This is an optimization exercise on Yosys and OpenROAD, whose aim is small area, not a production implementation.
RTL that was checked went through simulation tests only; none was proved equivalent to the original.
Only the layout flow was run in run 2; the RTL was not checked for function there.
Power figures rest on the tool's default switching activity, not on a simulated workload.

==> flow/design.v (outline; a module is shown in full before it is edited, if it fits) <==
// module segments_lut: 41 lines
// module video_encoder: 519 lines
// module color_module: 53 lines
// module vga_controller: 55 lines
// module clk_divider: 14 lines
// module adc_reader: 37 lines
// module paddle_controller: 33 lines
// module heading_detect: 33 lines
// module auto_player: 102 lines
// module sound_output: 60 lines
// module game_controller: 383 lines
// module top: 44 lines
module top(input clk, rst, ball_speed, serve_type, angle, bat_size, restart, start, en_color, auto, hard_mode, input[3:0] mode, max_score, input[8:0] adc, output sel, size, output sound, output [9:0] RED, GRN, BLU, output HSYNC, VSYNC, px_clk, blank);
  // ...
==> flow/run.sh <==
#!/bin/bash
# synth_recipe.tcl (not shown) runs the flow's synth.tcl, then flattens the netlist and writes it again
# the make line also repeats each setting of config.mk as NAME=value (left out here)
make -C /OpenROAD-flow-scripts/flow DESIGN_CONFIG=/design/flow/config.mk WORK_HOME=/design/flow/orfs CLKGATE_MAP_FILE= SYNTH_SCRIPT=/design/flow/synth_recipe.tcl finish
==> flow/config.mk <==
export PLATFORM = sky130hd
export DESIGN_NAME = top
export DESIGN_NICKNAME = top
export VERILOG_FILES = /design/flow/design.v
export SDC_FILE = /design/flow/constraint.sdc
export NUM_CORES = 4
export LEC_CHECK = 0
export ABC_AREA = 1
export CAP_MARGIN = 20
export CORE_MARGIN = 2
export CORE_UTILIZATION = 40
export PLACE_DENSITY = 0.6
export SLEW_MARGIN = 20
==> flow/constraint.sdc <==
create_clock -name core_clock -period 10.0 [get_ports {clk}]
set_input_delay 2.0000 -clock core_clock [delete_from_list [all_inputs] [get_ports {clk}]]
set_output_delay 2.0000 -clock core_clock [all_outputs]
set_load 0.01 [all_outputs]
==> impl_metrics.tcl, run 1 <==
set metrics [dict create \
    outcome "finished clean" \
    numPlacedInstances 8815 \
    dr.pass1.iters 6 \
    cts_hold_buf 0 \
    path_max_fanout 23 \
    gp_routability_congestion 1.03 \
    grt_use_met2 0.425 \
    synth_top_area_frac 0.231 \
    vdd_ir_drop_max_v 0.000154 \
    clock_tree_area_fraction 0.0187 \
    criticalPathCategory "reg -> reg" \
    holdWs_ns 0.453 \
    fp.dieH_um 346 \
    design_area_mm2 0.0501 \
    synthesis.instances 7302 \
    cts-resized-gates 0 \
    cts-root-buf "clkbuf_16" \
    grt-busiest-layer "met2" \
    end_kind "flip-flop" \
    seq_share 0.101 \
    netlist_top_cells_count "nand2_1, inv_1, ha_1" \
    reg2reg_from "vga_controller.hcount_ff[8]" \
    synth.distinct_cells 93 \
    worst_pin_slew_ns 1.10 \
    yosys_warnings 12 \
    setup_ws_ns 1.46 \
    ys_top_cells_by_area "ha_1, nand2_1, inv_1" \
]
==> module segments_lut, before the edit <==
module segments_lut(input [4:0] score, output [13:0] segments);
    reg[13:0] seg;
    assign segments = seg;
    always @(score) begin
        case(score)
            5'd0  : seg = 14'b00000000111111;
            5'd1  : seg = 14'b00000000000011;
            5'd2  : seg = 14'b00000001101101;
            5'd3  : seg = 14'b00000001100111;
            5'd4  : seg = 14'b00000001010011;
            5'd5  : seg = 14'b00000001110110;
            5'd6  : seg = 14'b00000001111110;
            5'd7  : seg = 14'b00000000100011;
            5'd8  : seg = 14'b00000001111111;
            5'd9  : seg = 14'b00000001110111;
            5'd10 : seg = 14'b00000110111111;
            5'd11 : seg = 14'b00000110000011;
            5'd12 : seg = 14'b00000111101101;
            5'd13 : seg = 14'b00000111100111;
            5'd14 : seg = 14'b00000111010011;
            5'd15 : seg = 14'b00000111110110;
            5'd16 : seg = 14'b00000111111110;
            5'd17 : seg = 14'b00000110100011;
            5'd18 : seg = 14'b00000111111111;
            5'd19 : seg = 14'b00000111110111;
            5'd20 : seg = 14'b11011010111111;
            5'd21 : seg = 14'b11011010000011;
            5'd22 : seg = 14'b11011011101101;
            5'd23 : seg = 14'b11011011100111;
            5'd24 : seg = 14'b11011011010011;
            5'd25 : seg = 14'b11011011110110;
            5'd26 : seg = 14'b11011011111110;
            5'd27 : seg = 14'b11011010100011;
            5'd28 : seg = 14'b11011011111111;
            5'd29 : seg = 14'b11011011110111;
            5'd30 : seg = 14'b11001110111111;
            5'd31 : seg = 14'b11001110000011;
            default: seg = 7'b00000001111000;
        endcase
    end
endmodule
==> module color_module, before the edit <==
module color_module(
    input         clk, rst,
                  px_data,
                  enable,
    input   [1:0] mode,
    input  [9:0] x, y,
    output [29:0] color_data);
    reg [29:0] color_data_ff, color_data_nxt;
    assign color_data = color_data_ff;
    always @* begin
        color_data_nxt = color_data_ff;
        if(mode == 1'b00) begin  
            if(!px_data) begin
                color_data_nxt = 30'b1101000000_0101000000_0011000000;
            end else color_data_nxt = 30'b1111111111_1111111111_1111111111;
        end else if(mode == 1'b01) begin  
            if(!px_data) begin
                if(x > 0   && x <  80 ||
                   x > 160 && x < 240 ||
                   x > 320 && x < 400 ||
                   x > 480 && x < 560) begin
                    color_data_nxt = 30'b0010000000_1000000000_0010000000;
                   end else color_data_nxt = 30'b0000000000_0110000000_0000000000;
            end else color_data_nxt = 30'b1111111111_1111111111_1111111111;
        end else begin  
            if(!px_data) begin
                if(x % 10 == 0) begin  
                    color_data_nxt = 30'b1010000000_0110000000_0010000000;
                end else color_data_nxt = 30'b1100000000_1000000000_0100000000;  
                if((x/10)%2) begin  
                    if(y == 120 || y == 240 || y == 360) begin
                        color_data_nxt = 30'b1010000000_0110000000_0010000000;
                    end
                end else begin
                    if(y == 60 || y == 180 || y == 300 || y == 420) begin
                        color_data_nxt = 30'b1010000000_0110000000_0010000000;
                    end
                end
            end else color_data_nxt = 30'b1111111111_1111111111_1111111111;
        end
    end
    always @(posedge clk or posedge rst) begin
        if(rst) begin
            color_data_ff <= 30'b0000000000_0000000000_0000000000;
        end else if(enable) begin
            color_data_ff <= color_data_nxt;
        end else if(px_data) begin
            color_data_ff <= 30'b1111111111_1111111111_1111111111;
        end else begin
            color_data_ff <= 1'b0000000000_0000000000_0000000000;
        end
    end
endmodule
==> run 2: changes to the inputs <==
==> flow/design.v (replaced) <==
module segments_lut(input [4:0] score, output [13:0] segments);
    reg[13:0] seg;
    assign segments = seg;
    always @(score) begin
        case(score)
            5'd0  : seg = 14'b00000000111111;
            5'd1  : seg = 14'b00000000000011;
            5'd2  : seg = 14'b00000001101101;
            5'd3  : seg = 14'b00000001100111;
            5'd4  : seg = 14'b00000001010011;
            5'd5  : seg = 14'b00000001110110;
            5'd6  : seg = 14'b00000001111110;
            5'd7  : seg = 14'b00000000100011;
            5'd8  : seg = 14'b00000001111111;
            5'd9  : seg = 14'b00000001110111;
            5'd10 : seg = 14'b00000110111111;
            5'd11 : seg = 14'b00000110000011;
            5'd12 : seg = 14'b00000111101101;
            5'd13 : seg = 14'b00000111100111;
            5'd14 : seg = 14'b00000111010011;
            5'd15 : seg = 14'b00000111110110;
            5'd16 : seg = 14'b00000111111110;
            5'd17 : seg = 14'b00000110100011;
            5'd18 : seg = 14'b00000111111111;
            5'd19 : seg = 14'b00000111110111;
            5'd20 : seg = 14'b11011010111111;
            5'd21 : seg = 14'b11011010000011;
            5'd22 : seg = 14'b11011011101101;
            5'd23 : seg = 14'b11011011100111;
            5'd24 : seg = 14'b11011011010011;
            5'd25 : seg = 14'b11011011110110;
            5'd26 : seg = 14'b11011011111110;
            5'd27 : seg = 14'b11011010100011;
            5'd28 : seg = 14'b11011011111111;
            5'd29 : seg = 14'b11011011110111;
            5'd30 : seg = 14'b11001110111111;
            default : seg = 14'b11001110000011;
        endcase
    end
endmodule
module video_encoder(input clk, rst, bat_size, p1_win, p2_win, turn, start_state,
                     input [1:0] mode, input [4:0] p1_score, p2_score,
                     input [9:0] p1_y, p2_y, ball_x, ball_y, x, y,
                     output px_data);
    reg [1:0] md_ff;        
    reg px_data_ff;
    assign px_data = px_data_ff;
    function [5:0] wcol;
        input [7:0] a;
        case(a)
            8'd0: wcol = 6'd0;
            8'd1: wcol = 6'd0;
            8'd2: wcol = 6'd0;
            8'd3: wcol = 6'd0;
            8'd4: wcol = 6'd0;
            8'd5: wcol = 6'd0;
            8'd6: wcol = 6'd1;
            8'd7: wcol = 6'd1;
            8'd8: wcol = 6'd1;
            8'd9: wcol = 6'd1;
            8'd10: wcol = 6'd1;
            8'd11: wcol = 6'd1;
            8'd12: wcol = 6'd2;
            8'd13: wcol = 6'd2;
            8'd14: wcol = 6'd2;
            8'd15: wcol = 6'd2;
            8'd16: wcol = 6'd2;
            8'd17: wcol = 6'd2;
            8'd18: wcol = 6'd3;
            8'd19: wcol = 6'd3;
            8'd20: wcol = 6'd3;
            8'd21: wcol = 6'd3;
            8'd22: wcol = 6'd3;
            8'd23: wcol = 6'd3;
            8'd24: wcol = 6'd4;
            8'd25: wcol = 6'd4;
            8'd26: wcol = 6'd4;
            8'd27: wcol = 6'd4;
            8'd28: wcol = 6'd4;
            8'd29: wcol = 6'd4;
            8'd30: wcol = 6'd5;
            8'd31: wcol = 6'd5;
            8'd32: wcol = 6'd5;
            8'd33: wcol = 6'd5;
            8'd34: wcol = 6'd5;
            8'd35: wcol = 6'd5;
            8'd36: wcol = 6'd5;
            8'd37: wcol = 6'd5;
            8'd38: wcol = 6'd5;
            8'd39: wcol = 6'd5;
            8'd40: wcol = 6'd8;
            8'd41: wcol = 6'd8;
            8'd42: wcol = 6'd8;
            8'd43: wcol = 6'd8;
            8'd44: wcol = 6'd8;
            8'd45: wcol = 6'd8;
            8'd46: wcol = 6'd9;
            8'd47: wcol = 6'd9;
            8'd48: wcol = 6'd9;
            8'd49: wcol = 6'd9;
            8'd50: wcol = 6'd9;
            8'd51: wcol = 6'd9;
            8'd52: wcol = 6'd10;
            8'd53: wcol = 6'd10;
            8'd54: wcol = 6'd10;
            8'd55: wcol = 6'd10;
            8'd56: wcol = 6'd10;
            8'd57: wcol = 6'd10;
            8'd58: wcol = 6'd11;
            8'd59: wcol = 6'd11;
            8'd60: wcol = 6'd11;
            8'd61: wcol = 6'd11;
            8'd62: wcol = 6'd11;
            8'd63: wcol = 6'd11;
            8'd64: wcol = 6'd12;
            8'd65: wcol = 6'd12;
            8'd66: wcol = 6'd12;
            8'd67: wcol = 6'd12;
            8'd68: wcol = 6'd12;
            8'd69: wcol = 6'd12;
            8'd70: wcol = 6'd13;
            8'd71: wcol = 6'd13;
            8'd72: wcol = 6'd13;
            8'd73: wcol = 6'd13;
            8'd74: wcol = 6'd13;
            8'd75: wcol = 6'd13;
            8'd76: wcol = 6'd13;
            8'd77: wcol = 6'd13;
            8'd78: wcol = 6'd13;
            8'd79: wcol = 6'd13;
            8'd80: wcol = 6'd16;
            8'd81: wcol = 6'd16;
            8'd82: wcol = 6'd16;
            8'd83: wcol = 6'd16;
            8'd84: wcol = 6'd16;
            8'd85: wcol = 6'd16;
            8'd86: wcol = 6'd17;
            8'd87: wcol = 6'd17;
            8'd88: wcol = 6'd17;
            8'd89: wcol = 6'd17;
            8'd90: wcol = 6'd17;
            8'd91: wcol = 6'd17;
            8'd92: wcol = 6'd18;
            8'd93: wcol = 6'd18;
            8'd94: wcol = 6'd18;
            8'd95: wcol = 6'd18;
            8'd96: wcol = 6'd18;
            8'd97: wcol = 6'd18;
            8'd98: wcol = 6'd19;
            8'd99: wcol = 6'd19;
            8'd100: wcol = 6'd19;
            8'd101: wcol = 6'd19;
            8'd102: wcol = 6'd19;
            8'd103: wcol = 6'd19;
            8'd104: wcol = 6'd20;
            8'd105: wcol = 6'd20;
            8'd106: wcol = 6'd20;
            8'd107: wcol = 6'd20;
            8'd108: wcol = 6'd20;
            8'd109: wcol = 6'd20;
            8'd110: wcol = 6'd21;
            8'd111: wcol = 6'd21;
            8'd112: wcol = 6'd21;
            8'd113: wcol = 6'd21;
            8'd114: wcol = 6'd21;
            8'd115: wcol = 6'd21;
            8'd116: wcol = 6'd21;
            8'd117: wcol = 6'd21;
            8'd118: wcol = 6'd21;
            8'd119: wcol = 6'd21;
            8'd120: wcol = 6'd24;
            8'd121: wcol = 6'd24;
            8'd122: wcol = 6'd24;
            8'd123: wcol = 6'd24;
            8'd124: wcol = 6'd24;
            8'd125: wcol = 6'd24;
            8'd126: wcol = 6'd25;
            8'd127: wcol = 6'd25;
            8'd128: wcol = 6'd25;
            8'd129: wcol = 6'd25;
            8'd130: wcol = 6'd25;
            8'd131: wcol = 6'd25;
            8'd132: wcol = 6'd26;
            8'd133: wcol = 6'd26;
            8'd134: wcol = 6'd26;
            8'd135: wcol = 6'd26;
            8'd136: wcol = 6'd26;
            8'd137: wcol = 6'd26;
            8'd138: wcol = 6'd27;
            8'd139: wcol = 6'd27;
            8'd140: wcol = 6'd27;
            8'd141: wcol = 6'd27;
            8'd142: wcol = 6'd27;
            8'd143: wcol = 6'd27;
            8'd144: wcol = 6'd28;
            8'd145: wcol = 6'd28;
            8'd146: wcol = 6'd28;
            8'd147: wcol = 6'd28;
            8'd148: wcol = 6'd28;
            8'd149: wcol = 6'd28;
            8'd150: wcol = 6'd29;
            8'd151: wcol = 6'd29;
            8'd152: wcol = 6'd29;
            8'd153: wcol = 6'd29;
            8'd154: wcol = 6'd29;
            8'd155: wcol = 6'd29;
            8'd156: wcol = 6'd29;
            8'd157: wcol = 6'd29;
            8'd158: wcol = 6'd29;
            8'd159: wcol = 6'd29;
            8'd160: wcol = 6'd32;
            8'd161: wcol = 6'd32;
            8'd162: wcol = 6'd32;
            8'd163: wcol = 6'd32;
            8'd164: wcol = 6'd32;
            8'd165: wcol = 6'd32;
            8'd166: wcol = 6'd33;
            8'd167: wcol = 6'd33;
            8'd168: wcol = 6'd33;
            8'd169: wcol = 6'd33;
            8'd170: wcol = 6'd33;
            8'd171: wcol = 6'd33;
            8'd172: wcol = 6'd34;
            8'd173: wcol = 6'd34;
            8'd174: wcol = 6'd34;
            8'd175: wcol = 6'd34;
            8'd176: wcol = 6'd34;
            8'd177: wcol = 6'd34;
            8'd178: wcol = 6'd35;
            8'd179: wcol = 6'd35;
            8'd180: wcol = 6'd35;
            8'd181: wcol = 6'd35;
            8'd182: wcol = 6'd35;
            8'd183: wcol = 6'd35;
            8'd184: wcol = 6'd36;
            8'd185: wcol = 6'd36;
            8'd186: wcol = 6'd36;
            8'd187: wcol = 6'd36;
            8'd188: wcol = 6'd36;
            8'd189: wcol = 6'd36;
            8'd190: wcol = 6'd37;
            8'd191: wcol = 6'd37;
            8'd192: wcol = 6'd37;
            8'd193: wcol = 6'd37;
            8'd194: wcol = 6'd37;
            8'd195: wcol = 6'd37;
            8'd196: wcol = 6'd37;
            8'd197: wcol = 6'd37;
            8'd198: wcol = 6'd37;
            8'd199: wcol = 6'd37;
            default: wcol = 6'bxxxxxx;
        endcase
    endfunction
    function [2:0] wrow;
        input [5:0] a;
        case(a)
            6'd0: wrow = 3'd0;
            6'd1: wrow = 3'd0;
            6'd2: wrow = 3'd0;
            6'd3: wrow = 3'd0;
            6'd4: wrow = 3'd0;
            6'd5: wrow = 3'd0;
            6'd6: wrow = 3'd1;
            6'd7: wrow = 3'd1;
            6'd8: wrow = 3'd1;
            6'd9: wrow = 3'd1;
            6'd10: wrow = 3'd1;
            6'd11: wrow = 3'd1;
            6'd12: wrow = 3'd2;
            6'd13: wrow = 3'd2;
            6'd14: wrow = 3'd2;
            6'd15: wrow = 3'd2;
            6'd16: wrow = 3'd2;
            6'd17: wrow = 3'd2;
            6'd18: wrow = 3'd3;
            6'd19: wrow = 3'd3;
            6'd20: wrow = 3'd3;
            6'd21: wrow = 3'd3;
            6'd22: wrow = 3'd3;
            6'd23: wrow = 3'd3;
            6'd24: wrow = 3'd4;
            6'd25: wrow = 3'd4;
            6'd26: wrow = 3'd4;
            6'd27: wrow = 3'd4;
            6'd28: wrow = 3'd4;
            6'd29: wrow = 3'd4;
            6'd30: wrow = 3'd5;
            6'd31: wrow = 3'd5;
            6'd32: wrow = 3'd5;
            6'd33: wrow = 3'd5;
            6'd34: wrow = 3'd5;
            6'd35: wrow = 3'd5;
            6'd36: wrow = 3'd6;
            6'd37: wrow = 3'd6;
            6'd38: wrow = 3'd6;
            6'd39: wrow = 3'd6;
            6'd40: wrow = 3'd6;
            6'd41: wrow = 3'd6;
            6'd42: wrow = 3'd6;
            6'd43: wrow = 3'd6;
            6'd44: wrow = 3'd6;
            6'd45: wrow = 3'd6;
            6'd46: wrow = 3'd6;
            6'd47: wrow = 3'd6;
            6'd48: wrow = 3'd6;
            6'd49: wrow = 3'd6;
            default: wrow = 3'bxxx;
        endcase
    endfunction
    function [2:0] srow;
        input [4:0] a;
        case(a)
            5'd0: srow = 3'd0;
            5'd1: srow = 3'd0;
            5'd2: srow = 3'd1;
            5'd3: srow = 3'd1;
            5'd4: srow = 3'd2;
            5'd5: srow = 3'd2;
            5'd6: srow = 3'd3;
            5'd7: srow = 3'd3;
            5'd8: srow = 3'd4;
            5'd9: srow = 3'd4;
            5'd10: srow = 3'd5;
            5'd11: srow = 3'd5;
            5'd12: srow = 3'd6;
            5'd13: srow = 3'd6;
            5'd14: srow = 3'd6;
            5'd15: srow = 3'd6;
            5'd16: srow = 3'd6;
            5'd17: srow = 3'd6;
            5'd18: srow = 3'd6;
            5'd19: srow = 3'd6;
            default: srow = 3'bxxx;
        endcase
    endfunction
    function [5:0] qcol;
        input [5:0] a;
        case(a)
            6'd0: qcol = 6'd0;
            6'd1: qcol = 6'd0;
            6'd2: qcol = 6'd0;
            6'd3: qcol = 6'd1;
            6'd4: qcol = 6'd1;
            6'd5: qcol = 6'd1;
            6'd6: qcol = 6'd2;
            6'd7: qcol = 6'd2;
            6'd8: qcol = 6'd2;
            6'd9: qcol = 6'd3;
            6'd10: qcol = 6'd3;
            6'd11: qcol = 6'd3;
            6'd12: qcol = 6'd4;
            6'd13: qcol = 6'd4;
            6'd14: qcol = 6'd4;
            6'd15: qcol = 6'd5;
            6'd16: qcol = 6'd5;
            6'd17: qcol = 6'd5;
            6'd18: qcol = 6'd5;
            6'd19: qcol = 6'd5;
            6'd20: qcol = 6'd8;
            6'd21: qcol = 6'd8;
            6'd22: qcol = 6'd8;
            6'd23: qcol = 6'd9;
            6'd24: qcol = 6'd9;
            6'd25: qcol = 6'd9;
            6'd26: qcol = 6'd10;
            6'd27: qcol = 6'd10;
            6'd28: qcol = 6'd10;
            6'd29: qcol = 6'd11;
            6'd30: qcol = 6'd11;
            6'd31: qcol = 6'd11;
            6'd32: qcol = 6'd12;
            6'd33: qcol = 6'd12;
            6'd34: qcol = 6'd12;
            6'd35: qcol = 6'd13;
            6'd36: qcol = 6'd13;
            6'd37: qcol = 6'd13;
            6'd38: qcol = 6'd13;
            6'd39: qcol = 6'd13;
            default: qcol = 6'bxxxxxx;
        endcase
    endfunction
    function [2:0] qrow;
        input [4:0] a;
        case(a)
            5'd0: qrow = 3'd0;
            5'd1: qrow = 3'd0;
            5'd2: qrow = 3'd0;
            5'd3: qrow = 3'd1;
            5'd4: qrow = 3'd1;
            5'd5: qrow = 3'd1;
            5'd6: qrow = 3'd2;
            5'd7: qrow = 3'd2;
            5'd8: qrow = 3'd2;
            5'd9: qrow = 3'd3;
            5'd10: qrow = 3'd3;
            5'd11: qrow = 3'd3;
            5'd12: qrow = 3'd4;
            5'd13: qrow = 3'd4;
            5'd14: qrow = 3'd4;
            5'd15: qrow = 3'd5;
            5'd16: qrow = 3'd5;
            5'd17: qrow = 3'd5;
            5'd18: qrow = 3'd6;
            5'd19: qrow = 3'd6;
            default: qrow = 3'bxxx;
        endcase
    endfunction
    function wglyph; input [10:0] a;
        case(a)
            11'd0: wglyph = 1'b1;
            11'd4: wglyph = 1'b1;
            11'd9: wglyph = 1'b1;
            11'd11: wglyph = 1'b1;
            11'd18: wglyph = 1'b1;
            11'd26: wglyph = 1'b1;
            11'd34: wglyph = 1'b1;
            11'd42: wglyph = 1'b1;
            11'd65: wglyph = 1'b1;
            11'd66: wglyph = 1'b1;
            11'd67: wglyph = 1'b1;
            11'd72: wglyph = 1'b1;
            11'd76: wglyph = 1'b1;
            11'd80: wglyph = 1'b1;
            11'd84: wglyph = 1'b1;
            11'd88: wglyph = 1'b1;
            11'd92: wglyph = 1'b1;
            11'd96: wglyph = 1'b1;
            11'd100: wglyph = 1'b1;
            11'd105: wglyph = 1'b1;
            11'd106: wglyph = 1'b1;
            11'd107: wglyph = 1'b1;
            11'd128: wglyph = 1'b1;
            11'd132: wglyph = 1'b1;
            11'd136: wglyph = 1'b1;
            11'd140: wglyph = 1'b1;
            11'd144: wglyph = 1'b1;
            11'd148: wglyph = 1'b1;
            11'd152: wglyph = 1'b1;
            11'd156: wglyph = 1'b1;
            11'd160: wglyph = 1'b1;
            11'd164: wglyph = 1'b1;
            11'd169: wglyph = 1'b1;
            11'd170: wglyph = 1'b1;
            11'd171: wglyph = 1'b1;
            11'd512: wglyph = 1'b1;
            11'd516: wglyph = 1'b1;
            11'd520: wglyph = 1'b1;
            11'd524: wglyph = 1'b1;
            11'd528: wglyph = 1'b1;
            11'd532: wglyph = 1'b1;
            11'd536: wglyph = 1'b1;
            11'd538: wglyph = 1'b1;
            11'd540: wglyph = 1'b1;
            11'd544: wglyph = 1'b1;
            11'd546: wglyph = 1'b1;
            11'd548: wglyph = 1'b1;
            11'd553: wglyph = 1'b1;
            11'd555: wglyph = 1'b1;
            11'd577: wglyph = 1'b1;
            11'd578: wglyph = 1'b1;
            11'd579: wglyph = 1'b1;
            11'd586: wglyph = 1'b1;
            11'd594: wglyph = 1'b1;
            11'd602: wglyph = 1'b1;
            11'd610: wglyph = 1'b1;
            11'd617: wglyph = 1'b1;
            11'd618: wglyph = 1'b1;
            11'd619: wglyph = 1'b1;
            11'd640: wglyph = 1'b1;
            11'd644: wglyph = 1'b1;
            11'd648: wglyph = 1'b1;
            11'd649: wglyph = 1'b1;
            11'd652: wglyph = 1'b1;
            11'd656: wglyph = 1'b1;
            11'd658: wglyph = 1'b1;
            11'd660: wglyph = 1'b1;
            11'd664: wglyph = 1'b1;
            11'd667: wglyph = 1'b1;
            11'd668: wglyph = 1'b1;
            11'd672: wglyph = 1'b1;
            11'd676: wglyph = 1'b1;
            11'd680: wglyph = 1'b1;
            11'd684: wglyph = 1'b1;
            11'd704: wglyph = 1'b1;
            11'd712: wglyph = 1'b1;
            11'd720: wglyph = 1'b1;
            11'd728: wglyph = 1'b1;
            11'd744: wglyph = 1'b1;
            11'd1024: wglyph = 1'b1;
            11'd1032: wglyph = 1'b1;
            11'd1040: wglyph = 1'b1;
            11'd1048: wglyph = 1'b1;
            11'd1056: wglyph = 1'b1;
            11'd1064: wglyph = 1'b1;
            11'd1065: wglyph = 1'b1;
            11'd1066: wglyph = 1'b1;
            11'd1067: wglyph = 1'b1;
            11'd1068: wglyph = 1'b1;
            11'd1089: wglyph = 1'b1;
            11'd1090: wglyph = 1'b1;
            11'd1091: wglyph = 1'b1;
            11'd1096: wglyph = 1'b1;
            11'd1100: wglyph = 1'b1;
            11'd1104: wglyph = 1'b1;
            11'd1108: wglyph = 1'b1;
            11'd1112: wglyph = 1'b1;
            11'd1116: wglyph = 1'b1;
            11'd1120: wglyph = 1'b1;
            11'd1124: wglyph = 1'b1;
            11'd1129: wglyph = 1'b1;
            11'd1130: wglyph = 1'b1;
            11'd1131: wglyph = 1'b1;
            11'd1153: wglyph = 1'b1;
            11'd1154: wglyph = 1'b1;
            11'd1155: wglyph = 1'b1;
            11'd1156: wglyph = 1'b1;
            11'd1160: wglyph = 1'b1;
            11'd1169: wglyph = 1'b1;
            11'd1170: wglyph = 1'b1;
            11'd1171: wglyph = 1'b1;
            11'd1180: wglyph = 1'b1;
            11'd1188: wglyph = 1'b1;
            11'd1192: wglyph = 1'b1;
            11'd1193: wglyph = 1'b1;
            11'd1194: wglyph = 1'b1;
            11'd1195: wglyph = 1'b1;
            11'd1216: wglyph = 1'b1;
            11'd1217: wglyph = 1'b1;
            11'd1218: wglyph = 1'b1;
            11'd1219: wglyph = 1'b1;
            11'd1220: wglyph = 1'b1;
            11'd1224: wglyph = 1'b1;
            11'd1232: wglyph = 1'b1;
            11'd1233: wglyph = 1'b1;
            11'd1234: wglyph = 1'b1;
            11'd1240: wglyph = 1'b1;
            11'd1248: wglyph = 1'b1;
            11'd1256: wglyph = 1'b1;
            11'd1257: wglyph = 1'b1;
            11'd1258: wglyph = 1'b1;
            11'd1259: wglyph = 1'b1;
            11'd1260: wglyph = 1'b1;
            11'd1280: wglyph = 1'b1;
            11'd1288: wglyph = 1'b1;
            11'd1296: wglyph = 1'b1;
            11'd1304: wglyph = 1'b1;
            11'd1320: wglyph = 1'b1;
            default: wglyph = 1'b0;
        endcase
    endfunction
    function [4:0] srom; input [5:0] a;
        case(a)
            6'd0: srom = 5'b11110;
            6'd1: srom = 5'b10001;
            6'd2: srom = 5'b11110;
            6'd3: srom = 5'b10000;
            6'd4: srom = 5'b10000;
            6'd5: srom = 5'b10000;
            6'd8: srom = 5'b11110;
            6'd9: srom = 5'b10001;
            6'd10: srom = 5'b11110;
            6'd11: srom = 5'b10100;
            6'd12: srom = 5'b10010;
            6'd13: srom = 5'b10001;
            6'd16: srom = 5'b11111;
            6'd17: srom = 5'b10000;
            6'd18: srom = 5'b11100;
            6'd19: srom = 5'b10000;
            6'd20: srom = 5'b10000;
            6'd21: srom = 5'b11111;
            6'd24: srom = 5'b01111;
            6'd25: srom = 5'b10000;
            6'd26: srom = 5'b01110;
            6'd27: srom = 5'b00001;
            6'd28: srom = 5'b00001;
            6'd29: srom = 5'b11110;
            6'd32: srom = 5'b11111;
            6'd33: srom = 5'b00100;
            6'd34: srom = 5'b00100;
            6'd35: srom = 5'b00100;
            6'd36: srom = 5'b00100;
            6'd37: srom = 5'b00100;
            6'd40: srom = 5'b01110;
            6'd41: srom = 5'b10001;
            6'd42: srom = 5'b11111;
            6'd43: srom = 5'b10001;
            6'd44: srom = 5'b10001;
            6'd45: srom = 5'b10001;
            default: srom = 5'b00000;
        endcase
    endfunction
    function qglyph; input [7:0] a;
        case(a)
            8'd0: qglyph = 1'b1;
            8'd1: qglyph = 1'b1;
            8'd2: qglyph = 1'b1;
            8'd3: qglyph = 1'b1;
            8'd8: qglyph = 1'b1;
            8'd12: qglyph = 1'b1;
            8'd16: qglyph = 1'b1;
            8'd17: qglyph = 1'b1;
            8'd18: qglyph = 1'b1;
            8'd19: qglyph = 1'b1;
            8'd24: qglyph = 1'b1;
            8'd32: qglyph = 1'b1;
            8'd40: qglyph = 1'b1;
            8'd66: qglyph = 1'b1;
            8'd73: qglyph = 1'b1;
            8'd74: qglyph = 1'b1;
            8'd80: qglyph = 1'b1;
            8'd82: qglyph = 1'b1;
            8'd90: qglyph = 1'b1;
            8'd98: qglyph = 1'b1;
            8'd106: qglyph = 1'b1;
            8'd128: qglyph = 1'b1;
            8'd129: qglyph = 1'b1;
            8'd130: qglyph = 1'b1;
            8'd131: qglyph = 1'b1;
            8'd136: qglyph = 1'b1;
            8'd140: qglyph = 1'b1;
            8'd144: qglyph = 1'b1;
            8'd145: qglyph = 1'b1;
            8'd146: qglyph = 1'b1;
            8'd147: qglyph = 1'b1;
            8'd152: qglyph = 1'b1;
            8'd160: qglyph = 1'b1;
            8'd168: qglyph = 1'b1;
            8'd193: qglyph = 1'b1;
            8'd194: qglyph = 1'b1;
            8'd195: qglyph = 1'b1;
            8'd200: qglyph = 1'b1;
            8'd204: qglyph = 1'b1;
            8'd211: qglyph = 1'b1;
            8'd218: qglyph = 1'b1;
            8'd225: qglyph = 1'b1;
            8'd232: qglyph = 1'b1;
            8'd233: qglyph = 1'b1;
            8'd234: qglyph = 1'b1;
            8'd235: qglyph = 1'b1;
            8'd236: qglyph = 1'b1;
            default: qglyph = 1'b0;
        endcase
    endfunction
    wire ML  = !md_ff[1];         
    wire FBL = md_ff != 2'b00;    
    wire FBR = md_ff == 2'b01;    
    wire SQ  = md_ff[1];          
    wire P2S = md_ff == 2'b10;    
    function pad_rows;
        input [8:0] yy, p;
        input sm;
        reg signed [9:0] d;
        begin
            d = $signed({1'b0, yy}) - $signed({1'b0, p});
            pad_rows = (p >= (sm ? 9'd15 : 9'd25)) &&
                       (sm ? (d >= -10'sd15 && d < 10'sd15) : (d >= -10'sd25 && d < 10'sd25));
        end
    endfunction
    wire pr1 = pad_rows(y[8:0], p1_y[8:0], bat_size);
    wire pr2 = pad_rows(y[8:0], p2_y[8:0], bat_size);
    wire [10:0] bdx = {1'b0, x} + 11'd4 - {1'b0, ball_x};
    wire [10:0] bdy = {1'b0, y} + 11'd4 - {1'b0, ball_y};
    wire ball = (bdx[10:3] == 8'd0) && (bdy[10:3] == 8'd0);
    wire dash = (y >= 36 && y < 46) || (y >= 56 && y < 66) || (y >= 76 && y < 86) ||
                (y >=  96 && y < 106) || (y >= 116 && y < 126) || (y >= 136 && y < 146) ||
                (y >= 156 && y < 166) || (y >= 176 && y < 186) || (y >= 196 && y < 206) ||
                (y >= 216 && y < 226) || (y >= 235 && y < 245) || (y >= 254 && y < 264) ||
                (y >= 274 && y < 284) || (y >= 294 && y < 304) || (y >= 314 && y < 324) ||
                (y >= 334 && y < 344) || (y >= 354 && y < 364) || (y >= 374 && y < 384) ||
                (y >= 394 && y < 404) || (y >= 414 && y < 424) || (y >= 434 && y < 444);
    wire ywall = (y >= 20 && y < 130) || (y >= 350 && y < 460);
    wire [13:0] sg;
    segments_lut seg(x < 10'd320 ? p1_score : p2_score, sg);
    wire yA = y >= 50 && y <= 56;
    wire yG = y >= 62 && y <= 68;
    wire yD = y >= 74 && y <= 80;
    wire yU = y >= 50 && y < 68;
    wire yL = y >= 62 && y < 80;
    wire xT  = (x >= 258 && x < 276) || (x >= 340 && x < 358);
    wire xTL = (x >= 258 && x < 264) || (x >= 340 && x < 346);
    wire xTR = (x >= 270 && x < 276) || (x >= 352 && x < 358);
    wire xO  = (x >= 282 && x < 300) || (x >= 364 && x < 382);
    wire xOL = (x >= 282 && x < 288) || (x >= 364 && x < 370);
    wire xOR = (x >= 294 && x < 300) || (x >= 376 && x < 382);
    wire score = (xT  & (yA & sg[12] | yG & sg[13] | yD & sg[9])) |
                 (xTL & (yU & sg[11] | yL & sg[10])) |
                 (xTR & (yU & sg[7]  | yL & sg[8])) |
                 (xO  & (yA & sg[5]  | yG & sg[6]  | yD & sg[2])) |
                 (xOL & (yU & sg[4]  | yL & sg[3])) |
                 (xOR & (yU & sg[0]  | yL & sg[1]));
    wire gfx = ((x >= 20 && x < 620) && ((y >= 20 && y < 26) || (y < 460 && y >= 454))) ||
               (ML && x >= 317 && x <= 323 && dash) ||
               (x >= 20 && x < 26 && (FBL && ywall || SQ && y >= 130 && y < 350)) ||
               (FBR && x >= 614 && x < 620 && ywall) ||
               (pr1 && (ML && x >= 40 && x < 46 || FBL && x >= 484 && x < 490)) ||
               (pr2 && (ML && x >= 594 && x < 600 || FBR && x >= 150 && x < 156 ||
                        P2S && (x == 500 || x == 501 || x == 504 || x == 505))) ||
               ball || score;
    wire qreg = mode == 2'b10 && x >= 550 && x < 590 && y >= 50 && y < 70;
    wire [9:0] qdx = x - 10'd550;
    wire [9:0] qdy = y - 10'd50;
    wire [5:0] qc = qcol(qdx[5:0]);
    wire [2:0] qr = qrow(qdy[4:0]);
    wire qpx = qglyph({turn, qc[3], qr, qc[2:0]});
    wire side = x >= 10'd337;
    wire wres = y >= 10'd240;
    wire wwin = side ? p2_win : p1_win;
    wire [1:0] word = !wres ? 2'd0 : wwin ? 2'd1 : 2'd2;
    reg [9:0] wk;
    always @* begin
        case(word)
            2'd0: wk = side ? 10'd410 : 10'd120;
            2'd1: wk = side ? 10'd404 : 10'd114;
            default: wk = side ? 10'd382 : 10'd92;
        endcase
    end
    wire [9:0] wdx = x - wk;
    wire [9:0] wdy = y - (wres ? 10'd240 : 10'd190);
    wire wreg = (p1_win || p2_win) && (!side || mode != 2'b11) && y >= 190 && y < 290 &&
                (wdx < (word == 2'd0 ? 10'd120 : word == 2'd1 ? 10'd160 : 10'd200));
    wire [5:0] wc = wcol(wdx[7:0]);
    wire [2:0] wr = wrow(wdy[5:0]);
    wire wpx = wglyph({word, wc[5:3], wr, wc[2:0]});
    wire sreg = start_state && y >= 380 && y < 400 && x >= 70 && x < 235 && !(x >= 145 && x < 160);
    wire [9:0] sdx = x - 10'd70;
    wire [4:0] ssum = {1'b0, sdx[7:4]} + {1'b0, sdx[3:0]};
    wire sov = ssum >= 5'd15;
    wire [3:0] si = sdx[7:4] + {3'b0, sov};
    wire [3:0] slx = sov ? ssum[3:0] - 4'd15 : ssum[3:0];
    wire [2:0] sc = slx >= 4'd10 ? 3'd5 : slx[3:1];
    wire [9:0] sdy = y - 10'd380;
    wire [2:0] sr = srow(sdy[4:0]);
    reg [2:0] slid;
    always @* begin
        case(si)
            4'd0: slid = 3'd0;   
            4'd1: slid = 3'd1;   
            4'd2: slid = 3'd2;   
            4'd3: slid = 3'd3;   
            4'd4: slid = 3'd3;   
            4'd6: slid = 3'd3;   
            4'd7: slid = 3'd4;   
            4'd8: slid = 3'd5;   
            4'd9: slid = 3'd1;   
            4'd10: slid = 3'd4;  
            default: slid = 3'bxxx;
        endcase
    end
    wire [4:0] srowbits = srom({slid, sr});
    reg spx;
    always @* begin
        case(sc)
            3'd0: spx = srowbits[4];
            3'd1: spx = srowbits[3];
            3'd2: spx = srowbits[2];
            3'd3: spx = srowbits[1];
            3'd4: spx = srowbits[0];
            default: spx = 1'b0;
        endcase
    end
    wire px_data_nxt = sreg ? spx : wreg ? wpx : qreg ? qpx : gfx;
    always @(posedge clk or posedge rst) begin
        if(rst) begin
            md_ff      <= 2'b00;
            px_data_ff <= 1'b0;
        end else begin
            md_ff      <= mode;
            px_data_ff <= px_data_nxt;
        end
    end
endmodule
module color_module(
    input         clk, rst,
                  px_data,
                  enable,
    input   [1:0] mode,
    input  [9:0] x, y,
    output [2:0] color);
    reg [2:0] c_ff, c_nxt;
    assign color = c_ff;
    wire stripe = (x > 0   && x <  80 || x > 160 && x < 240 || x > 320 && x < 400 || x > 480 && x < 560);
    wire [4:0] m20 = x % 20;
    wire vline = (m20 == 5'd0) || (m20 == 5'd10);
    wire odd = m20 >= 5'd10;
    wire hline = odd ? (y == 120 || y == 240 || y == 360) : (y == 60 || y == 180 || y == 300 || y == 420);
    always @* begin
        if(px_data) c_nxt = 3'd1;
        else if(!enable) c_nxt = 3'd0;
        else if(mode == 2'b00) c_nxt = 3'd2;
        else if(mode == 2'b01) c_nxt = stripe ? 3'd3 : 3'd4;
        else c_nxt = (vline || hline) ? 3'd5 : 3'd6;
    end
    always @(posedge clk or posedge rst) begin
        if(rst) c_ff <= 3'd0;
        else c_ff <= c_nxt;
    end
endmodule
module color_out(input [2:0] c, input vis, output reg [9:0] RED, GRN, BLU);
    always @* begin
        case(c)
            3'd1: {RED, GRN, BLU} = 30'b1111111111_1111111111_1111111111;
            3'd2: {RED, GRN, BLU} = 30'b1101000000_0101000000_0011000000;
            3'd3: {RED, GRN, BLU} = 30'b0010000000_1000000000_0010000000;
            3'd4: {RED, GRN, BLU} = 30'b0000000000_0110000000_0000000000;
            3'd5: {RED, GRN, BLU} = 30'b1010000000_0110000000_0010000000;
            3'd6: {RED, GRN, BLU} = 30'b1100000000_1000000000_0100000000;
            default: {RED, GRN, BLU} = 30'd0;
        endcase
        if(!vis) {RED, GRN, BLU} = 30'd0;
    end
endmodule
module vga_controller(input clk, rst, output [10:0] tb, output [9:0] px_h, px_v, output vis, HSYNC, VSYNC, px_clk);
    reg [10:0] t_ff;
    reg [9:0] vcount_ff;
    reg vs_ff;
    wire [9:0] hcount = t_ff[10:1];
    wire hwrap = (t_ff == 11'd1599);
    assign tb = t_ff;
    assign px_clk = ~t_ff[0];
    wire hv = hcount < 10'd640;
    wire vv = vcount_ff < 10'd480;
    assign vis = hv & vv;
    assign px_h = hv ? hcount : 10'd0;
    assign px_v = vv ? vcount_ff : 10'd0;
    assign HSYNC = !(hcount >= 10'd656 && hcount < 10'd752);
    assign VSYNC = vs_ff;
    always @(posedge clk or posedge rst) begin
        if(rst) begin
            t_ff <= 11'd1;
            vcount_ff <= 10'd0;
            vs_ff <= 1'b1;
        end else begin
            t_ff <= hwrap ? 11'd0 : t_ff + 11'd1;
            if(t_ff[0]) begin
                if(vcount_ff == 10'd524) vcount_ff <= 10'd0;
                else if(hwrap) vcount_ff <= vcount_ff + 10'd1;
                if(vcount_ff == 10'd489) vs_ff <= 1'b0;
                if(vcount_ff == 10'd491) vs_ff <= 1'b1;
            end
        end
    end
endmodule
module adc_reader(input clk, rst, input[8:0] adc, input [5:0] tb, output sel, output[9:0] p1_y, p2_y);
    reg [8:0] p1_ff, p2_ff;
    wire z = (tb[4:0] == 5'd0);
    assign sel = tb[5] ^ z;
    assign p1_y = {1'b0, p1_ff};
    assign p2_y = {1'b0, p2_ff};
    always @(posedge clk or posedge rst) begin
        if(rst) begin
            p1_ff <= 9'd240;
            p2_ff <= 9'd240;
        end else if(z) begin
            if(tb[5]) p1_ff <= adc;
            else p2_ff <= adc;
        end
    end
endmodule
module paddle_controller(input clk, rst, p, m, bat_size, input [3:0] tb, output[9:0] p2_y);
    reg [9:0] p2_ff, p2_nxt;
    assign p2_y = p2_ff;
    always @* begin
        p2_nxt = p2_ff;
        if(tb == 4'd0) begin
            if(!p) p2_nxt = p2_ff + 10'd1;
            if(!m) p2_nxt = p2_ff - 10'd1;
        end
        if(bat_size) begin
            if(p2_ff < 10'd40)  p2_nxt = 10'd40;
            if(p2_ff > 10'd440) p2_nxt = 10'd440;
        end else begin
            if(p2_ff < 10'd50)  p2_nxt = 10'd50;
            if(p2_ff > 10'd430) p2_nxt = 10'd430;
        end
    end
    always @(posedge clk or posedge rst) begin
        if(rst) p2_ff <= 10'd240;
        else p2_ff <= p2_nxt;
    end
endmodule
module auto_player(
    input clk, rst, en,
          turn, hit, wall,
          start_state,
          hard_mode,
          xh,
    input [1:0] mode,
    input [9:0] by, py,
    output p, m
);
reg p_ff, p_nxt, m_ff, m_nxt;
reg [4:0] err_count_ff, err_count_nxt;
reg [4:0] err_idx_ff;    
reg [5:0] error;
reg wall_ff, wall_nxt;
assign p = p_ff;
assign m = m_ff;
always @* begin
    case(err_idx_ff)
        5'd0  : error = 6'd0;
        5'd1  : error = 6'd5;
        5'd2  : error = 6'd26;
        5'd3  : error = 6'd29;
        5'd4  : error = 6'd0;
        5'd5  : error = 6'd30;
        5'd6  : error = 6'd26;
        5'd7  : error = 6'd28;
        5'd8  : error = 6'd5;
        5'd9  : error = 6'd7;
        5'd10 : error = 6'd40;
        5'd11 : error = 6'd26;
        5'd12 : error = 6'd24;
        5'd13 : error = 6'd19;
        5'd14 : error = 6'd29;
        5'd15 : error = 6'd26;
        5'd16 : error = 6'd31;
        5'd17 : error = 6'd5;
        5'd18 : error = 6'd28;
        5'd19 : error = 6'd31;
        5'd20 : error = 6'd27;
        5'd21 : error = 6'd0;
        5'd22 : error = 6'd17;
        5'd23 : error = 6'd31;
        5'd24 : error = 6'd26;
        5'd25 : error = 6'd27;
        5'd26 : error = 6'd26;
        5'd27 : error = 6'd28;
        5'd28 : error = 6'd31;
        5'd29 : error = 6'd34;
        5'd30 : error = 6'd8;
        default: error = 6'd26;
    endcase
end
always @* begin
    err_count_nxt = err_count_ff;
    wall_nxt = wall_ff;
    if(!hard_mode) begin
        if(hit || (mode == 2'b10 && wall)) err_count_nxt = err_count_ff + 5'd1;
    end else err_count_nxt = 5'd0;
    if(start_state) wall_nxt = 1'b0;
    if(wall) wall_nxt = 1'b1;
    if((mode == 2'b00 && xh) || (mode == 2'b01 && wall_ff) || (mode == 2'b10 && turn)) begin
        if(py < by - error) begin
            p_nxt = 1'b0;
            m_nxt = 1'b1;
        end else if(py > by + error) begin
            p_nxt = 1'b1;
            m_nxt = 1'b0;
        end else begin
            p_nxt = 1'b1;
            m_nxt = 1'b1;
        end
    end else begin
        p_nxt = 1'b1;
        m_nxt = 1'b1;
    end
end
always @(posedge clk or posedge rst) begin
    if(rst) begin
        p_ff <= 1'b0;
        m_ff <= 1'b0;
        err_count_ff <= 5'd0;
        err_idx_ff <= 5'd0;
        wall_ff <= 1'b0;
    end else if(en) begin
        p_ff <= p_nxt;
        m_ff <= m_nxt;
        err_count_ff <= err_count_nxt;
        err_idx_ff <= err_count_ff;
        wall_ff <= wall_nxt;
    end else begin
        p_ff <= 1'b1;
        m_ff <= 1'b1;
    end
end
endmodule
module sound_output(input clk, rst, hit, wall, goal, output sound);
    reg hit_ff , wall_ff , goal_ff,
        hit_nxt, wall_nxt, goal_nxt,
        sound_ff, sound_nxt;
    reg [12:0] counter_ff, counter_nxt;  
    reg [5:0] pulse_ff, pulse_nxt;  
    assign sound = sound_ff;
    always @* begin
        counter_nxt = counter_ff + 13'd1;
        hit_nxt = hit_ff;
        wall_nxt = wall_ff;
        goal_nxt = goal_ff;
        sound_nxt = sound_ff;
        pulse_nxt = 6'd1;
        if(hit) hit_nxt = 1'b1;
        if(wall) wall_nxt = 1'b1;
        if(goal) goal_nxt = 1'b1;
        if(hit || wall || goal) counter_nxt = 13'b1;
        if(!counter_ff) begin
            hit_nxt = 1'b0;
            wall_nxt = 1'b0;
            goal_nxt = 1'b0;
        end
        if(hit_ff || wall_ff || goal_ff) begin
            pulse_nxt = pulse_ff + 6'd1;
            if(hit_ff) begin
                if(pulse_ff == 6'd25)
                    pulse_nxt = 6'd0;
            end
            if(wall_ff) begin
                if(pulse_ff == 6'd50)
                    pulse_nxt = 6'd0;
            end
            if(goal_ff) begin
                if(pulse_ff == 6'd13)
                    pulse_nxt = 6'd0;
            end
            if(!pulse_ff) begin
                sound_nxt = ~sound_ff;
            end
        end else sound_nxt = 1'b0;
    end
    always @(posedge clk or posedge rst) begin
        if(rst) begin
            counter_ff <= 13'd0;
            hit_ff <= 1'b0;
            wall_ff <= 1'b0;
            goal_ff <= 1'b0;
            sound_ff <= 1'b0;
            pulse_ff <= 6'd1;
        end else begin
            counter_ff <= counter_nxt;
            hit_ff <= hit_nxt;
            wall_ff <= wall_nxt;
            goal_ff <= goal_nxt;
            sound_ff <= sound_nxt;
            pulse_ff <= pulse_nxt;
        end
    end
endmodule
module game_controller( input clk, rst,
                        input  [9:0] p1_in,        
                                      p2_in,       
                        input  [1:0]  mode,        
                                      max_score,   
                        input         ball_speed,  
                                      serve_type,  
                                      angle,       
                                      bat_size,    
                                      restart,     
                                      start,       
                        input  [4:0]  tb,          
                        output        p1_win,      
                                      p2_win,      
                                      turn,        
                                      start_state, 
                                      hit,         
                                      wall,        
                                      goal,        
                                      bs,          
                                      xh,          
                        output [1:0]  mode_out,    
                        output [4:0]  p1_score,    
                                      p2_score,    
                        output [9:0]  ball_x,      
                                      ball_y);     
    localparam[1:0] START = 2'b00,
                    GAME  = 2'b01,
                    SERVE = 2'b10,
                    ENDG  = 2'b11;
    localparam[1:0] SAME = 2'd0, INC = 2'd1, DEC = 2'd2;
    reg [1:0] state_ff, state_nxt;
    reg [1:0] mode_ff, mode_nxt;
    reg start_state_ff;
    reg hit_ff, hit_nxt, wall_ff, wall_nxt, goal_ff, goal_nxt;
    reg [9:0] x_ff, x_nxt, y_ff, y_nxt;
    reg xh_ff, xh_nxt, yh_ff, yh_nxt;
    reg ball_en_ff, ball_en_nxt;
    reg [4:0] rand_pos_ff, rand_pos_nxt;
    reg [1:0] move_counter_ff, move_counter_nxt;
    reg [1:0] dir_ff, dir_nxt;
    reg hd_ff;
    reg [4:0] p1_score_ff, p1_score_nxt, p2_score_ff, p2_score_nxt;
    reg turn_ff, turn_nxt;
    reg [1:0] ws_ff;
    reg win1_ff, win1_nxt, win2_ff, win2_nxt;
    reg bs_ff;
    assign mode_out = mode_ff;
    assign start_state = start_state_ff;
    assign hit = hit_ff;
    assign wall = wall_ff;
    assign goal = goal_ff;
    assign p1_win = win1_ff;
    assign p2_win = win2_ff;
    assign turn = turn_ff;
    assign p1_score = p1_score_ff;
    assign p2_score = p2_score_ff;
    assign ball_x = x_ff;
    assign ball_y = y_ff;
    assign bs = bs_ff;
    assign xh = hd_ff;
    function [1:0] angles;
        input [4:0] pos;
        case(pos)
            5'd0  : angles = 2'd0;
            5'd1  : angles = 2'd1;
            5'd2  : angles = 2'd2;
            5'd3  : angles = 2'd1;
            5'd4  : angles = 2'd2;
            5'd5  : angles = 2'd0;
            5'd6  : angles = 2'd0;
            5'd7  : angles = 2'd2;
            5'd8  : angles = 2'd1;
            5'd9  : angles = 2'd0;
            5'd10 : angles = 2'd1;
            5'd11 : angles = 2'd0;
            5'd12 : angles = 2'd1;
            5'd13 : angles = 2'd2;
            5'd14 : angles = 2'd2;
            5'd15 : angles = 2'd0;
            5'd16 : angles = 2'd2;
            5'd17 : angles = 2'd1;
            5'd18 : angles = 2'd2;
            5'd19 : angles = 2'd0;
            5'd20 : angles = 2'd0;
            5'd21 : angles = 2'd2;
            5'd22 : angles = 2'd1;
            5'd23 : angles = 2'd0;
            5'd24 : angles = 2'd1;
            5'd25 : angles = 2'd0;
            5'd26 : angles = 2'd2;
            5'd27 : angles = 2'd1;
            5'd28 : angles = 2'd1;
            5'd29 : angles = 2'd0;
            5'd30 : angles = 2'd0;
            5'd31 : angles = 2'd2;
            default : angles = 2'd0;
        endcase
    endfunction
    function hit_y;
        input [9:0] yb, p;
        input sm;
        reg [11:0] d;
        begin
            d = {2'b00, yb} - {2'b00, p} + (sm ? 12'd19 : 12'd29);
            hit_y = (p >= (sm ? 10'd19 : 10'd29)) && !d[11] &&
                    (d[10:0] <= (sm ? 11'd38 : 11'd58));
        end
    endfunction
    wire hy1 = hit_y(y_ff, p1_in, bs_ff);
    wire hy2 = hit_y(y_ff, p2_in, bs_ff);
    reg [4:0] win_score;
    always @* begin
        case(ws_ff)
            2'b00 : win_score = 5'd10;
            2'b01 : win_score = 5'd15;
            2'b10 : win_score = 5'd20;
            default : win_score = 5'd30;
        endcase
    end
    always @* begin
        state_nxt = state_ff;
        mode_nxt = mode_ff;
        hit_nxt = 1'b0;
        wall_nxt = 1'b0;
        goal_nxt = 1'b0;
        p1_score_nxt = p1_score_ff;
        p2_score_nxt = p2_score_ff;
        turn_nxt = turn_ff;
        win1_nxt = win1_ff;
        win2_nxt = win2_ff;
        move_counter_nxt = move_counter_ff;
        rand_pos_nxt = rand_pos_ff;
        x_nxt = x_ff;
        dir_nxt = SAME;
        y_nxt = y_ff;
        xh_nxt = xh_ff;
        yh_nxt = yh_ff;
        ball_en_nxt = ball_en_ff;
        case(state_ff)
            START : begin
                mode_nxt = mode;
                p1_score_nxt = 5'b0;
                p2_score_nxt = 5'b0;
                win1_nxt = 1'b0;
                win2_nxt = 1'b0;
                x_nxt = 10'd60;
                dir_nxt = (x_ff < 10'd60) ? INC : (x_ff > 10'd60) ? DEC : SAME;
                y_nxt = 10'd60;
                xh_nxt = 1'b1;
                yh_nxt = 1'b1;
                ball_en_nxt = 1'b0;
                turn_nxt = 1'b0;
                if(start) state_nxt = GAME;
            end
            GAME  : begin
                ball_en_nxt = 1'b1;
            end
            SERVE : begin
                ball_en_nxt = 1'b0;
                if(p1_score_ff >= win_score || p2_score_ff >= win_score) begin
                    state_nxt = ENDG;
                    if(p1_score_ff > p2_score_ff)
                        win1_nxt = 1'b1;
                    else win2_nxt = 1'b1;
                end else if(serve_type) state_nxt = GAME;
            end
            ENDG  : begin
                ball_en_nxt = 1'b1;
                if(restart) state_nxt = START;
            end
        endcase
        if((!tb[4] || ball_speed) && tb[3:0] == 4'd0 && ball_en_ff) begin
            move_counter_nxt = move_counter_ff + 1'b1;
            if(xh_ff) begin
                x_nxt = x_ff + 10'd1;
                dir_nxt = INC;
            end else begin
                x_nxt = x_ff - 10'd1;
                dir_nxt = DEC;
            end
            if(!angle || move_counter_ff == angles(rand_pos_ff)) begin
                move_counter_nxt = 2'b00;
                if(yh_ff) begin
                    y_nxt = y_ff + 10'd1;
                end else begin
                    y_nxt = y_ff - 10'd1;
                end
            end
        end
        case(mode_ff)
            2'b00 : begin  
                if(x_ff <= 10'd15) begin
                    xh_nxt = 1'b1;
                    x_nxt = 10'd160; dir_nxt = INC;
                    p2_score_nxt = p2_score_ff + 5'd1;
                    if(state_ff == GAME) state_nxt = SERVE;
                    goal_nxt = 1'b1;
                end
                if(x_ff >= 10'd625) begin
                    xh_nxt = 1'b0;
                    x_nxt = 10'd480; dir_nxt = DEC;
                    p1_score_nxt = p1_score_ff + 5'd1;
                    if(state_ff == GAME) state_nxt = SERVE;
                    goal_nxt = 1'b1;
                end
            end
            2'b01 : begin  
                if(x_ff <= 10'd30) begin
                    if(!(y_ff >= 10'd134 && y_ff <= 10'd344)) begin
                        xh_nxt = 1'b1;
                        x_nxt = 10'd31; dir_nxt = INC;
                        wall_nxt = 1'b1;
                    end else if(x_ff <= 10'd15) begin
                        xh_nxt = 1'b1;
                        x_nxt = 10'd160; dir_nxt = INC;
                        p2_score_nxt = p2_score_ff + 5'd1;
                        if(state_ff == GAME) state_nxt = SERVE;
                        goal_nxt = 1'b1;
                    end
                end
                if(x_ff >= 10'd610) begin
                    if(!(y_ff >= 10'd134 && y_ff <= 10'd344)) begin
                        xh_nxt = 1'b0;
                        x_nxt = 10'd609; dir_nxt = DEC;
                        wall_nxt = 1'b1;
                    end else if(x_ff >= 10'd625) begin
                        xh_nxt = 1'b0;
                        x_nxt = 10'd480; dir_nxt = DEC;
                        p1_score_nxt = p1_score_ff + 5'd1;
                        if(state_ff == GAME) state_nxt = SERVE;
                        goal_nxt = 1'b1;
                    end
                end
            end
            2'b10 : begin  
                if(x_ff <= 10'd30) begin
                    xh_nxt = 1'b1;
                    x_nxt = 10'd31; dir_nxt = INC;
                    rand_pos_nxt = rand_pos_ff + 2'd1;
                    wall_nxt = 1'b1;
                end
                if(x_ff >= 625) begin
                    x_nxt = 10'd100; dir_nxt = DEC;
                    goal_nxt = 1'b1;
                    if(turn_ff) begin
                        p1_score_nxt = p1_score_ff + 5'd1;
                        if(state_ff == GAME) state_nxt = SERVE;
                    end else begin
                        p2_score_nxt = p2_score_ff + 5'd1;
                        if(state_ff == GAME) state_nxt = SERVE;
                    end
                end
            end
            2'b11 : begin  
                if(x_ff <= 10'd30) begin
                    xh_nxt = 1'b1;
                    x_nxt = 10'd31; dir_nxt = INC;
                    rand_pos_nxt = rand_pos_ff + 2'd1;
                    wall_nxt = 1'b1;
                end
                if(x_ff >= 10'd625) begin
                    x_nxt = 10'd100; dir_nxt = DEC;
                    p2_score_nxt = p2_score_ff + 5'd1;
                    if(state_ff == GAME) state_nxt = SERVE;
                    goal_nxt = 1'b1;
                end
            end
        endcase
        if(mode_ff== 2'b00 || mode_ff== 2'b01) begin
            if(x_ff >= 10'd40 && x_ff < 10'd49 && hy1) begin
                xh_nxt = 1'b1;
                x_nxt = 10'd50; dir_nxt = INC;
                rand_pos_nxt = rand_pos_ff + 2'd1;
                hit_nxt = 1'b1;
            end
            if(x_ff >= 10'd591 && x_ff < 10'd600 && hy2) begin
                xh_nxt = 1'b0;
                x_nxt = 10'd590; dir_nxt = DEC;
                rand_pos_nxt = rand_pos_ff + 2'd1;
                hit_nxt = 1'b1;
            end
        end
        if(mode_ff== 2'b01) begin
            if(x_ff >= 10'd484 && x_ff < 10'd494 && hy1) begin
                xh_nxt = 1'b1;
                x_nxt = 10'd495; dir_nxt = INC;
                rand_pos_nxt = rand_pos_ff + 2'd1;
                hit_nxt = 1'b1;
                yh_nxt = (y_ff < 10'd240);
            end
            if(x_ff >= 10'd146 && x_ff < 10'd156 && hy2) begin
                xh_nxt = 1'b0;
                x_nxt = 10'd145; dir_nxt = DEC;
                rand_pos_nxt = rand_pos_ff + 2'd1;
                hit_nxt = 1'b1;
                yh_nxt = (y_ff < 10'd240);
            end
        end
        if(mode_ff== 2'b10) begin
            if(x_ff >= 10'd496 && x_ff < 10'd506 && hy2 && turn_ff) begin
                xh_nxt = 1'b0;
                x_nxt = 10'd479; dir_nxt = DEC;
                rand_pos_nxt = rand_pos_ff + 2'd1;
                turn_nxt = turn_ff + 1'b1;
                hit_nxt = 1'b1;
            end
        end
        if(mode_ff== 2'b10 || mode_ff== 2'b11) begin
            if(x_ff >= 10'd480 && x_ff < 10'd490 && hy1 && !turn_ff) begin
                xh_nxt = 1'b0;
                x_nxt = 10'd479; dir_nxt = DEC;
                rand_pos_nxt = rand_pos_ff + 2'd1;
                if(mode == 2'b10) turn_nxt = turn_ff + 1'b1;
                if(mode_ff== 2'b11) begin
                    p1_score_nxt = p1_score_ff + 5'd1;
                    if(p1_score_ff >= max_score) state_nxt = SERVE;
                end
                hit_nxt = 1'b1;
            end
        end
        if(y_ff <= 10'd30) begin
            yh_nxt = 1'b1;
            y_nxt = 10'd31;
            wall_nxt = 1'b1;
        end
        if(y_ff >= 10'd450) begin
            yh_nxt = 1'b0;
            y_nxt = 10'd445;
            wall_nxt = 1'b1;
        end
    end
    always @(posedge clk or posedge rst) begin
        if(rst) begin
            state_ff <= START;
            mode_ff <= 2'b00;
            start_state_ff <= 1'b0;
            hit_ff <= 1'b0;
            wall_ff <= 1'b0;
            goal_ff <= 1'b0;
            p1_score_ff <= 5'd0;
            p2_score_ff <= 5'd0;
            turn_ff <= 1'b0;
            ws_ff <= 2'b00;
            win1_ff <= 1'b0;
            win2_ff <= 1'b0;
            move_counter_ff <= 2'd1;
            rand_pos_ff <= 5'd0;
            x_ff <= 10'd60;
            y_ff <= 10'd60;
            xh_ff <= 1'b1;
            yh_ff <= 1'b1;
            ball_en_ff <= 1'b0;
            bs_ff <= 1'b0;
            dir_ff <= SAME;
            hd_ff <= 1'b1;
        end else begin
            state_ff <= state_nxt;
            mode_ff <= mode_nxt;
            if(state_ff != ENDG) begin
                p1_score_ff <= p1_score_nxt;
                p2_score_ff <= p2_score_nxt;
            end
            start_state_ff <= (state_ff == START);
            if(state_ff != ENDG) begin
                hit_ff <= hit_nxt;
                wall_ff <= wall_nxt;
                goal_ff <= goal_nxt;
            end else begin
                hit_ff <= 1'b0;
                wall_ff <= 1'b0;
                goal_ff <= 1'b0;
            end
            win1_ff <= win1_nxt;
            win2_ff <= win2_nxt;
            turn_ff <= turn_nxt;
            move_counter_ff <= move_counter_nxt;
            rand_pos_ff <= rand_pos_nxt;
            x_ff <= x_nxt;
            y_ff <= y_nxt;
            xh_ff <= xh_nxt;
            yh_ff <= yh_nxt;
            ball_en_ff <= ball_en_nxt;
            bs_ff <= bat_size;
            ws_ff <= max_score;
            dir_ff <= dir_nxt;
            if(dir_ff == INC) hd_ff <= 1'b1;
            else if(dir_ff == DEC) hd_ff <= 1'b0;
        end
    end
endmodule
module top(input clk, rst, ball_speed, serve_type, angle, bat_size, restart, start, en_color, auto, hard_mode, input[3:0] mode, max_score, input[8:0] adc, output sel, size, output sound, output [9:0] RED, GRN, BLU, output HSYNC, VSYNC, px_clk, blank);
    wire [9:0] x, y, p1_y, bx, by, ap2_y, pp2_y;
    reg [9:0] p2_y_ff;
    wire [10:0] tb;
    wire px_data_out, vis;
    wire [2:0] color;
    wire [4:0] score1, score2;
    wire p1_win, p2_win, turn, start_state, hit, wall, goal, bs;
    wire p2p, p2m, xh;
    wire [1:0] game_mode;
    reg [1:0] mode_in, score_in;
    assign blank = 1'b1;
    assign size = bat_size;
    always @(posedge clk) begin
        if(auto) p2_y_ff <= ap2_y;
        else p2_y_ff <= pp2_y;
    end
    always @(posedge clk or posedge rst) begin
        if(rst) begin
            mode_in <= 2'b00;
            score_in <= 2'b00;
        end else begin
            if(mode[3]) mode_in <= 2'b11;
            else if(mode[2]) mode_in <= 2'b10;
            else if(mode[1]) mode_in <= 2'b01;
            else if(mode[0]) mode_in <= 2'b00;
            if(max_score[3]) score_in <= 2'b11;
            else if(max_score[2]) score_in <= 2'b10;
            else if(max_score[1]) score_in <= 2'b01;
            else if(max_score[0]) score_in <= 2'b00;
        end
    end
    vga_controller vga_controller(clk, rst, tb, x, y, vis, HSYNC, VSYNC, px_clk);
    paddle_controller pctrl(clk, rst, p2p, p2m, bat_size, tb[3:0], ap2_y);
    auto_player auto_player(clk, rst, auto, turn, hit, wall, start_state, hard_mode, xh, game_mode, by, ap2_y, p2p, p2m);
    adc_reader adc_reader(clk, rst, adc, tb[5:0], sel, p1_y, pp2_y);
    sound_output sound_output(clk, rst, hit, wall, goal, sound);
    game_controller game_controller(clk, rst, p1_y, p2_y_ff, mode_in, score_in, ball_speed, serve_type, angle, bat_size, restart, start, tb[4:0],
        p1_win, p2_win, turn, start_state, hit, wall, goal, bs, xh, game_mode, score1, score2, bx, by);
    video_encoder video_encoder(clk, rst, bs, p1_win, p2_win, turn, start_state, game_mode, score1, score2, p1_y, p2_y_ff, bx, by, x, y, px_data_out);
    color_module color_module(clk, rst, px_data_out, en_color, game_mode, x, y, color);
    color_out color_out(color, vis, RED, GRN, BLU);
endmodule
==> flow/flow/run.sh (new file) <==
#!/bin/bash
# Layout flow: the standard flow, except that synthesis skips the adder extraction
# (ADDER_MAP_FILE empty) and maps the logic with a stronger ABC script (abc_area.script here).
set -euo pipefail
W=$PWD
rm -rf "$W/scripts_mine"
cp -r "$FLOW_HOME/scripts" "$W/scripts_mine"
cp "$W/flow/abc_area.script" "$W/scripts_mine/abc_area.script"
make -C "$FLOW_HOME" DESIGN_CONFIG="$W/config.mk" WORK_HOME="$W/orfs" CLKGATE_MAP_FILE= \
  SYNTH_SCRIPT="$W/synth_recipe.tcl" SCRIPTS_DIR="$W/scripts_mine" ADDER_MAP_FILE= synth > "$W/synth.log" 2>&1
bash "$W/standard.sh" > "$W/layout.log" 2>&1
==> flow/flow/abc_area.script (new file) <==
strash
&get -n
&fraig -x
&put
scorr
dc2
strash
&get -n
&deepsyn -T 60
&put
strash
&get -n
&dch -f
&nf
&put
==> flow/standard.sh (new file) <==
#!/bin/bash
# synth_recipe.tcl (not shown) runs the flow's synth.tcl, then flattens the netlist and writes it again
# the make line also repeats each setting of config.mk as NAME=value (left out here)
make -C /OpenROAD-flow-scripts/flow DESIGN_CONFIG=/design/flow/config.mk WORK_HOME=/design/flow/orfs CLKGATE_MAP_FILE= SYNTH_SCRIPT=/design/flow/synth_recipe.tcl "${@:-finish}"
removed: flow/run.sh
==> impl_metrics.tcl, run 2 <==
set metrics [dict create \
    cts_hold_buf 0 \
    viasPerCell 6.15 \
    reg_top3 "sound_output.counter_ff (13), vga_controller.t_ff (11)" \
    syn_area_mm2 0.0144 \
    design_area_mm2 0.0162 \
    synth.distinct_cells 72 \
    outcome "finished clean" \
    track_usage 0.264 \
    gp_routability_congestion 0.991 \
    ys_top_cells_by_area "dfrtp_1, nand2_1, nor2_1" \
    drc 0 \
    grt-busiest-layer "met2" \
    use_met3 0.0398 \
    die_x_um 194 \
    end_kind "flip-flop" \
    htreeDepth 4 \
    die_area_mm2 0.0376 \
    fillers 3664 \
    cts-root-buf "clkbuf_16" \
    netlist_top_cells_count "nand2_1, nor2_1, a21oi_1" \
    layout-drive-gt1-share 0.0381 \
    period_minus_slack_ns 6.92 \
    pwr-share-comb 0.388 \
    r2r_slack_ns 3.08 \
    max_freq_mhz 145 \
    finalSetupViolCount 0 \
    place.port_buffers 63 \
    p_leak_nw 6.08 \
    cts_buffers 17 \
    vdd_ir_drop_max_v 0.000117 \
    drt_iter0_drc 1350 \
    drtAntennaViolNets 0 \
    worst_pin_slew_ns 0.985 \
    dr.pass1.iters 6 \
    cts-resized-gates 0 \
    io_pins 65 \
    largest_register "sound_output.counter_ff" \
    grt_max_degree 100 \
    placed_area_mm2 0.0156 \
    holdWs_ns 0.391 \
    grt_overflow 0 \
    synth_top_area_frac 0.218 \
    initial_core_util 0.406 \
    yosys_warnings 11 \
    cts_tree "yes" \
    synth_top_area_cell "dfrtp_1" \
    sw_frac_of_total 0.422 \
    fin_skew_ns 0.0164 \
    slew_headroom 0.336 \
    hpwl_mm 37.8 \
    fin_crit_sh 0.692 \
    totalWireLength_mm 50.3 \
    setup.worst_path.start "vga_controller.t_ff[6]" \
    criticalPathCategory "reg -> reg" \
    critPathArrivalTime_ns 7.25 \
    wl_per_cell_um 20.1 \
    hold_class "reg -> reg" \
    grt_use_met2 0.433 \
    async_flop_share 0.939 \
    finalHoldViolations 0 \
    clock_path_buffers 2 \
    critical_path.most_common_cell "o21ai_0" \
    hold_path_end "game_controller.hd_ff" \
    fp.dieH_um 194 \
    synthesis.instances 1955 \
    critPathSlowestCell "dfrtp_1" \
    p_seq_frac 0.373 \
    antenna_cells 0 \
    path_max_fanout 25 \
    insertion_delay_ns 0.45 \
    reg2reg_from "vga_controller.t_ff[6]" \
]
## run 2: per-layer routing
layer / wire length [um] / vias to the layer above / part of all wire
met3: 3110 / 113 / 0.062
met2: 23300 / 570 / 0.46
met4: 2000 / 2 / 0.040
li1: - / 7411 / -
met5: 13 / - / 0.00026
met1: 21900 / 7304 / 0.44
## run 2: power groups by stage
stage                     registers, mW  logic, mW  clock network, mW
after floorplan                   0.976      0.837                  0
after global placement             1.06       1.07                  0
after detailed placement           1.06       1.09                  0
after CTS                          1.05       1.09              0.699
after global routing               1.08       1.23              0.723
final                              1.06       1.10              0.678
## run 2: logic make-up (layout without fill, tap and decap cells)
| family | Yosys count | count (layout) | synth area share |
|---|---|---|---|
| AND/OR/NAND/NOR | 885 | 885 | 0.288 |
| flip-flops | 163 | 163 | 0.281 |
| other | 2 | 3 | 0.000520 |
| buffers and inverters | 80 | 169 | 0.0265 |
| multiplexers | 39 | 39 | 0.0293 |
| XOR/XNOR | 137 | 137 | 0.0831 |
| AO/OA/AOI/OAI | 628 | 628 | 0.276 |
| adder cells (fa/ha/maj) | 21 | 21 | 0.0146 |
## run 2: per-stage QoR
step           utilization  setup slack [ns]  instances
2_1_floorplan            -              4.18       1956
3_3_place_gp         0.439              3.36       2473
3_5_place_dp         0.439              3.27       2473
4_1_cts              0.455              3.25       2505
5_1_grt              0.456              2.58       2506
6_report             0.456              3.08       2506
## run 2: final cells by class
class / count / area share
flip-flops and latches: 163 / 0.251
inverters: 57 / 0.0135
well taps: 461 / 0.0356
repair buffers: 80 / 0.0468
multi-input cells: 1713 / 0.617
clock inverters: 15 / 0.0103
clock buffers: 17 / 0.0263
## run 2: worst max-delay path by stage
stage | end | slack [ns] | cells after the start
6_report | video_encoder.px_data_ff | 3.08 | 18
5_1_grt | video_encoder.px_data_ff | 2.58 | 18
4_1_cts | video_encoder.px_data_ff | 3.25 | 18
3_5_place_dp | video_encoder.px_data_ff | 3.27 | 18
3_3_place_gp | video_encoder.px_data_ff | 3.36 | 18
2_1_floorplan | video_encoder.px_data_ff | 4.18 | 18

## afterwards: timing with drivers on the ports
The results above use ideal ports. As a check the final layouts listed here were re-extracted and re-timed, cells and wires unchanged. Step 1 sets driving cells, clkbuf_16 on the clock port and buf_2 on the other inputs (assumed; they add their load-dependent delay and slew). Step 2 moves the port delays by t, midway between the first and last clock arrival at a register: inputs arrive t later, outputs are due t later. That takes back most of the time a late clock gives input paths. Slacks: ideal / step 1 / step 2; pairs: ideal / step 1.
run	t (ns)	setup WS [ns]	worst hold slack (ns)	worst data-port slew with drivers (ns)
run 1	0.643	1.465 / 1.465 / 1.465	0.453 / 0.453 / 0.453	0.04
run 2	0.495	3.082 / 3.082 / 3.082	0.391 / 0.391 / 0.391	0.04
After both steps setup and hold are still met in every run listed.
